This is an optimization exercise on Yosys and OpenROAD, whose aim is small area, a short achievable clock period and few clock cycles, not a production implementation.
Function was checked by simulation only, so behaviour that the tests miss may differ from the original.

==> flow/design.v (excerpt) <==
module alu32(clk,reset,start,a, b, aluop,out,done);
input wire clk;
input wire reset;
input wire start;
input [31:0] a;
input [31:0] b;
input [2:0] aluop;
output reg [31:0] out;
output wire done;
wire [31:0] modres;
wire sub = ~aluop[2];
wire [32:0] sum33 = {a, 1'b1} + {b ^ {32{sub}}, sub};
wire [31:0] sum = sum33[32:1];
mod op8(.clk(clk), .reset(reset), .start(start), .A(a), .B(b), .result(modres), .done(done));
always @(*) begin
    case (aluop)
        3'b000: out = a & b;
        3'b100: out = a | b;
        3'b010: out = a ^ b;
        3'b110: out = ~(a | b);
        3'b001: out = {31'b0, sum[31]};
        3'b101: out = sum;
        3'b011: out = sum;
        default: out = modres;
    endcase
end
endmodule
clock: 23.0 ns
lec_check: 0
abc_area: 1
cap_margin: 20
core_margin: 2
core_utilization: 58
cts_buf_list: sky130_fd_sc_hd__clkbuf_4 sky130_fd_sc_hd__clkbuf_8
slew_margin: 20
standard.sh (not shown) runs the stock make flow with config.mk's settings and CLKGATE_MAP_FILE= SYNTH_SCRIPT=/design/flow/synth_recipe.tcl, a recipe that flattens the netlist after the stock synthesis.
==> flow/flow/run.sh <==
#!/bin/bash
set -euo pipefail
bash standard.sh "BUFFER_PORTS_ARGS=-buffer_cell sky130_fd_sc_hd__buf_1" SETUP_SLACK_MARGIN=10.5 finish > standard.log 2>&1
Testbench counts at the start, summed over its fixed seeds: cycles 4,027.
Next try:
Settings changed: CORE_UTILIZATION 58 to 40, CTS_BUF_LIST sky130_fd_sc_hd__clkbuf_4 sky130_fd_sc_hd__clkbuf_8 to unset.
Worst setup slack loses 0.13 ns.
Fmax is lower slightly.
Area after synthesis is unchanged.
Next try:
==> flow/flow/run.sh (replaced) <==
#!/bin/bash
set -euo pipefail
bash standard.sh "BUFFER_PORTS_ARGS=-buffer_cell sky130_fd_sc_hd__buf_1" SETUP_SLACK_MARGIN=10 finish > standard.log 2>&1
Worst hold slack is about the same; die area stays the same; cell count decreases slightly; design area fell slightly; via count goes down slightly; wire length falls by a few percent.
Next try:
==> flow/flow/run.sh (replaced) <==
#!/bin/bash
set -euo pipefail
bash standard.sh "BUFFER_PORTS_ARGS=-buffer_cell sky130_fd_sc_hd__buf_1" SETUP_SLACK_MARGIN=10.5 finish > standard.log 2>&1
Settings changed: CORE_UTILIZATION 40 to 65, CTS_BUF_LIST set to sky130_fd_sc_hd__clkbuf_4 sky130_fd_sc_hd__clkbuf_8, SYNTH_HIERARCHICAL set to 1, SYNTH_MINIMUM_KEEP_SIZE set to 0.
Cell count increases by about 3%.
Worst setup slack improved by 0.43 ns.
Via count increases by 16%.
Clock skew climbs by 0.022 ns.

== build 12 ==
alu32, a different RTL version from the one above (not shown whole).
For scale: about 2,000 cells after synthesis, ~71 flip-flops, roughly 100 I/O pins.
clock: 23.0 ns
lec_check: 0
abc_area: 1
cap_margin: 20
core_margin: 2
core_utilization: 40
slew_margin: 20
==> flow/flow/run.sh <==
#!/bin/bash
set -euo pipefail
bash standard.sh "BUFFER_PORTS_ARGS=-buffer_cell sky130_fd_sc_hd__buf_1" SETUP_SLACK_MARGIN=9 finish > standard.log 2>&1
Testbench counts of build 12, summed over its fixed seeds: cycles 4,027.
Input changes introduced in build 58 (baseline for comparison: build 12):
# build 12
export LEC_CHECK = 0
export ABC_AREA = 1
export CAP_MARGIN = 20
export CORE_MARGIN = 2
export CORE_UTILIZATION = 40
export SLEW_MARGIN = 20
create_clock -name core_clock -period 23.0 [get_ports {clk}]
# build 58
export LEC_CHECK = 0
export ABC_AREA = 1
export CAP_MARGIN = 20
export CORE_MARGIN = 2
export CORE_UTILIZATION = 40
export CTS_BUF_LIST = sky130_fd_sc_hd__clkbuf_4 sky130_fd_sc_hd__clkbuf_8
export SLEW_MARGIN = 20
create_clock -name core_clock -period 23.0 [get_ports {clk}]
==> flow/flow/run.sh <==
#!/bin/bash
set -euo pipefail
bash standard.sh "BUFFER_PORTS_ARGS=-buffer_cell sky130_fd_sc_hd__buf_1" SETUP_SLACK_MARGIN=10 finish > standard.log 2>&1
==> comparison <==
- Looking at area of all placed cells without fillers, build 58 sits 240 um2 higher than build 12 does.
- For the met1 capacity usage during global routing, build 58 came in 0.45 points higher than build 12 did.
- Changes observed in build 58 relative to build 12: routed wire length held steady; setup slack went up by 0.71 ns; placed instance count essentially unchanged.
- Of build 58 and build 12, the lower total global-route track usage belongs to build 12.
Edits applied to the flow inputs when going from build 58 to build 94:
# build 58
export LEC_CHECK = 0
export ABC_AREA = 1
export CAP_MARGIN = 20
export CORE_MARGIN = 2
export CORE_UTILIZATION = 40
export CTS_BUF_LIST = sky130_fd_sc_hd__clkbuf_4 sky130_fd_sc_hd__clkbuf_8
export SLEW_MARGIN = 20
create_clock -name core_clock -period 23.0 [get_ports {clk}]
# build 94
export LEC_CHECK = 0
export CAP_MARGIN = 20
export CORE_MARGIN = 2
export CORE_UTILIZATION = 40
export SLEW_MARGIN = 20
create_clock -name core_clock -period 23.0 [get_ports {clk}]
Notes after the runs:
The global-route wire length before repair in build 94 is 1.18 times that in build 58. Build 94 ends up with higher normalized max-slew margin than build 58 does. Build 94 reached the end of the flow, and the finished layout is clean on the timing, design-rule and antenna checks. Diff build 58 -> build 94: share of synthesized cell area in full adder, half adder and majority cells went down by 0.29 points, share of the core filled with cells went up by 4.7 points, final design area excluding fillers went up by 14%, final critical-path setup slack went down by 1.01 ns, detailed-routed wire length on met2 went up by 4.8 mm. Build 94 vs. build 58: sequential share of layout area shrank by 1.1 points, die outline height grew by 2.9 um.
#### Input delta (build 95 over build 94)
# build 94
export LEC_CHECK = 0
export CAP_MARGIN = 20
export CORE_MARGIN = 2
export CORE_UTILIZATION = 40
export SLEW_MARGIN = 20
create_clock -name core_clock -period 23.0 [get_ports {clk}]
# build 95
export LEC_CHECK = 0
export ABC_AREA = 1
export CAP_MARGIN = 20
export CORE_MARGIN = 2
export CORE_UTILIZATION = 40
export SLEW_MARGIN = 20
create_clock -name core_clock -period 23.0 [get_ports {clk}]
==> flow/flow/run.sh <==
#!/bin/bash
set -euo pipefail
bash standard.sh "BUFFER_PORTS_ARGS=-buffer_cell sky130_fd_sc_hd__buf_1" SETUP_SLACK_MARGIN=11 finish > standard.log 2>&1
[summary]
Compare build 94 and build 95 | final cell count lower: build 94. In build 95 the compound-gate portion of the synthesized area turned out 5.2 points lower than in build 94. Sort build 94 and build 95 by cell area after layout desc -> top: build 94. When the final numbers for build 94 and build 95 were put side by side, the pin slew with the least headroom to its limit turned out to be smaller in build 94. Final period demand of the worst path improves in build 95 relative to build 94. Between build 94 and build 95, the fraction of the cycle the final worst path needs is higher for build 94. Multi-input combinational cell area sits lower in build 95 than in build 94. Comparing build 94 and build 95, the higher sum of met2 wire segment lengths after detailed routing was measured on build 94. Relative to build 94, fraction of layout cells with a size suffix above 1 has gone down in build 95.

## run A
Starting RTL as in the previous note.
export LEC_CHECK = 0
export ABC_AREA = 1
export CAP_MARGIN = 20
export CORE_MARGIN = 2
export CORE_UTILIZATION = 65
export CTS_BUF_LIST = sky130_fd_sc_hd__clkbuf_4 sky130_fd_sc_hd__clkbuf_8
export SLEW_MARGIN = 20
create_clock -name core_clock -period 23.0 [get_ports {clk}]
==> flow/flow/run.sh <==
#!/bin/bash
set -euo pipefail
bash standard.sh "BUFFER_PORTS_ARGS=-buffer_cell sky130_fd_sc_hd__buf_1" SETUP_SLACK_MARGIN=10 finish > standard.log 2>&1
Testbench counts of run A, summed over its fixed seeds: cycles 4,027.
Here is what was changed in the inputs of run B compared with run A.
# run A
export LEC_CHECK = 0
export ABC_AREA = 1
export CAP_MARGIN = 20
export CORE_MARGIN = 2
export CORE_UTILIZATION = 65
export CTS_BUF_LIST = sky130_fd_sc_hd__clkbuf_4 sky130_fd_sc_hd__clkbuf_8
export SLEW_MARGIN = 20
create_clock -name core_clock -period 23.0 [get_ports {clk}]
# run B
export LEC_CHECK = 0
export ABC_AREA = 1
export CAP_MARGIN = 0
export CORE_MARGIN = 2
export CORE_UTILIZATION = 40
export SLEW_MARGIN = 0
create_clock -name core_clock -period 23.0 [get_ports {clk}]
The final layout from run A, which completed every stage, passed the timing, design-rule and antenna checks at the end of the flow. Run B: full flow OK, the timing, design-rule and antenna checks passed. Per the comparison of run B with run A, area of the core has increased; maximum frequency has decreased. As far as number of design rule violations left after detail routing goes, run B and run A are indistinguishable; the numbers are identical. Going from run A to run B, final period utilization grows by 0.19 points. Diff run A and run B: worst path setup slack after routing lower in run B. Looking at count of clock-buffer cells in the layout, run B sits 3 lower than run A does.
--- input diff run B..run C ---
# run B
export LEC_CHECK = 0
export ABC_AREA = 1
export CAP_MARGIN = 0
export CORE_MARGIN = 2
export CORE_UTILIZATION = 40
export SLEW_MARGIN = 0
create_clock -name core_clock -period 23.0 [get_ports {clk}]
# run C
export LEC_CHECK = 0
export ABC_AREA = 1
export CAP_MARGIN = 20
export CORE_MARGIN = 2
export CORE_UTILIZATION = 65
export CTS_BUF_LIST = sky130_fd_sc_hd__clkbuf_4 sky130_fd_sc_hd__clkbuf_8
export SLEW_MARGIN = 20
create_clock -name core_clock -period 23.0 [get_ports {clk}]
==> flow/flow/run.sh <==
#!/bin/bash
set -euo pipefail
bash standard.sh "BUFFER_PORTS_ARGS=-buffer_cell sky130_fd_sc_hd__buf_1" SETUP_SLACK_MARGIN=10.5 finish > standard.log 2>&1
Notes after the runs:
Routed wire in run C totals less than in run B. The run showing the smaller half-perimeter wire length of the detailed placement result is run C. Against run B, run C comes in 2.5 points higher on share of layout cells above drive strength 1. Looking at total die area across both flows, run C is the stronger of the two, with run B trailing. Final area across run C and run B: no real change. Row final cell count: run C lower / run B higher.

[afterwards: timing with drivers on the ports]
In the flow no input, the clock included, has a driving cell. The finished layouts below were timed again as built, in two steps.
Step 1 assumes that a clkbuf_16 drives the clock port and a buf_2 every other input.
Step 2 moves the port delays by t, midway between the first and last clock arrival at a register: inputs arrive t later, outputs are due t later. That takes back most of the time a late clock gives input paths.
Three values: ideal ports, drivers, drivers and shift; two values: the first two.
run	t, ns	slack for setup (ns)	hold WS [ns]
the first run of note 1	0.406	10.630 / 10.603 / 10.603	0.690 / 0.690 / 0.690
the second run of note 1	0.380	10.496 / 10.475 / 10.475	0.661 / 0.661 / 0.661
the third run of note 1	0.381	10.326 / 10.303 / 10.303	0.664 / 0.664 / 0.664
the fourth run of note 1	0.435	10.754 / 10.705 / 10.837	0.618 / 0.618 / 0.618
build 12	0.387	9.446 / 9.423 / 9.423	0.659 / 0.659 / 0.659
build 58	0.403	10.156 / 10.136 / 10.136	0.669 / 0.669 / 0.669
build 94	0.403	9.146 / 9.101 / 9.281	0.666 / 0.666 / 0.666
build 95	0.390	10.303 / 10.264 / 10.264	0.684 / 0.684 / 0.684
run A	0.396	10.214 / 10.193 / 10.193	0.682 / 0.682 / 0.682
run B	0.394	10.171 / 10.150 / 10.150	0.664 / 0.664 / 0.664
run C	0.384	10.424 / 10.290 / 10.290	0.684 / 0.684 / 0.684
After both steps every run listed still meets setup and hold. The setup slack of run C, which loses most, moves by -0.134 ns with the drivers and by -0.134 ns with both steps.
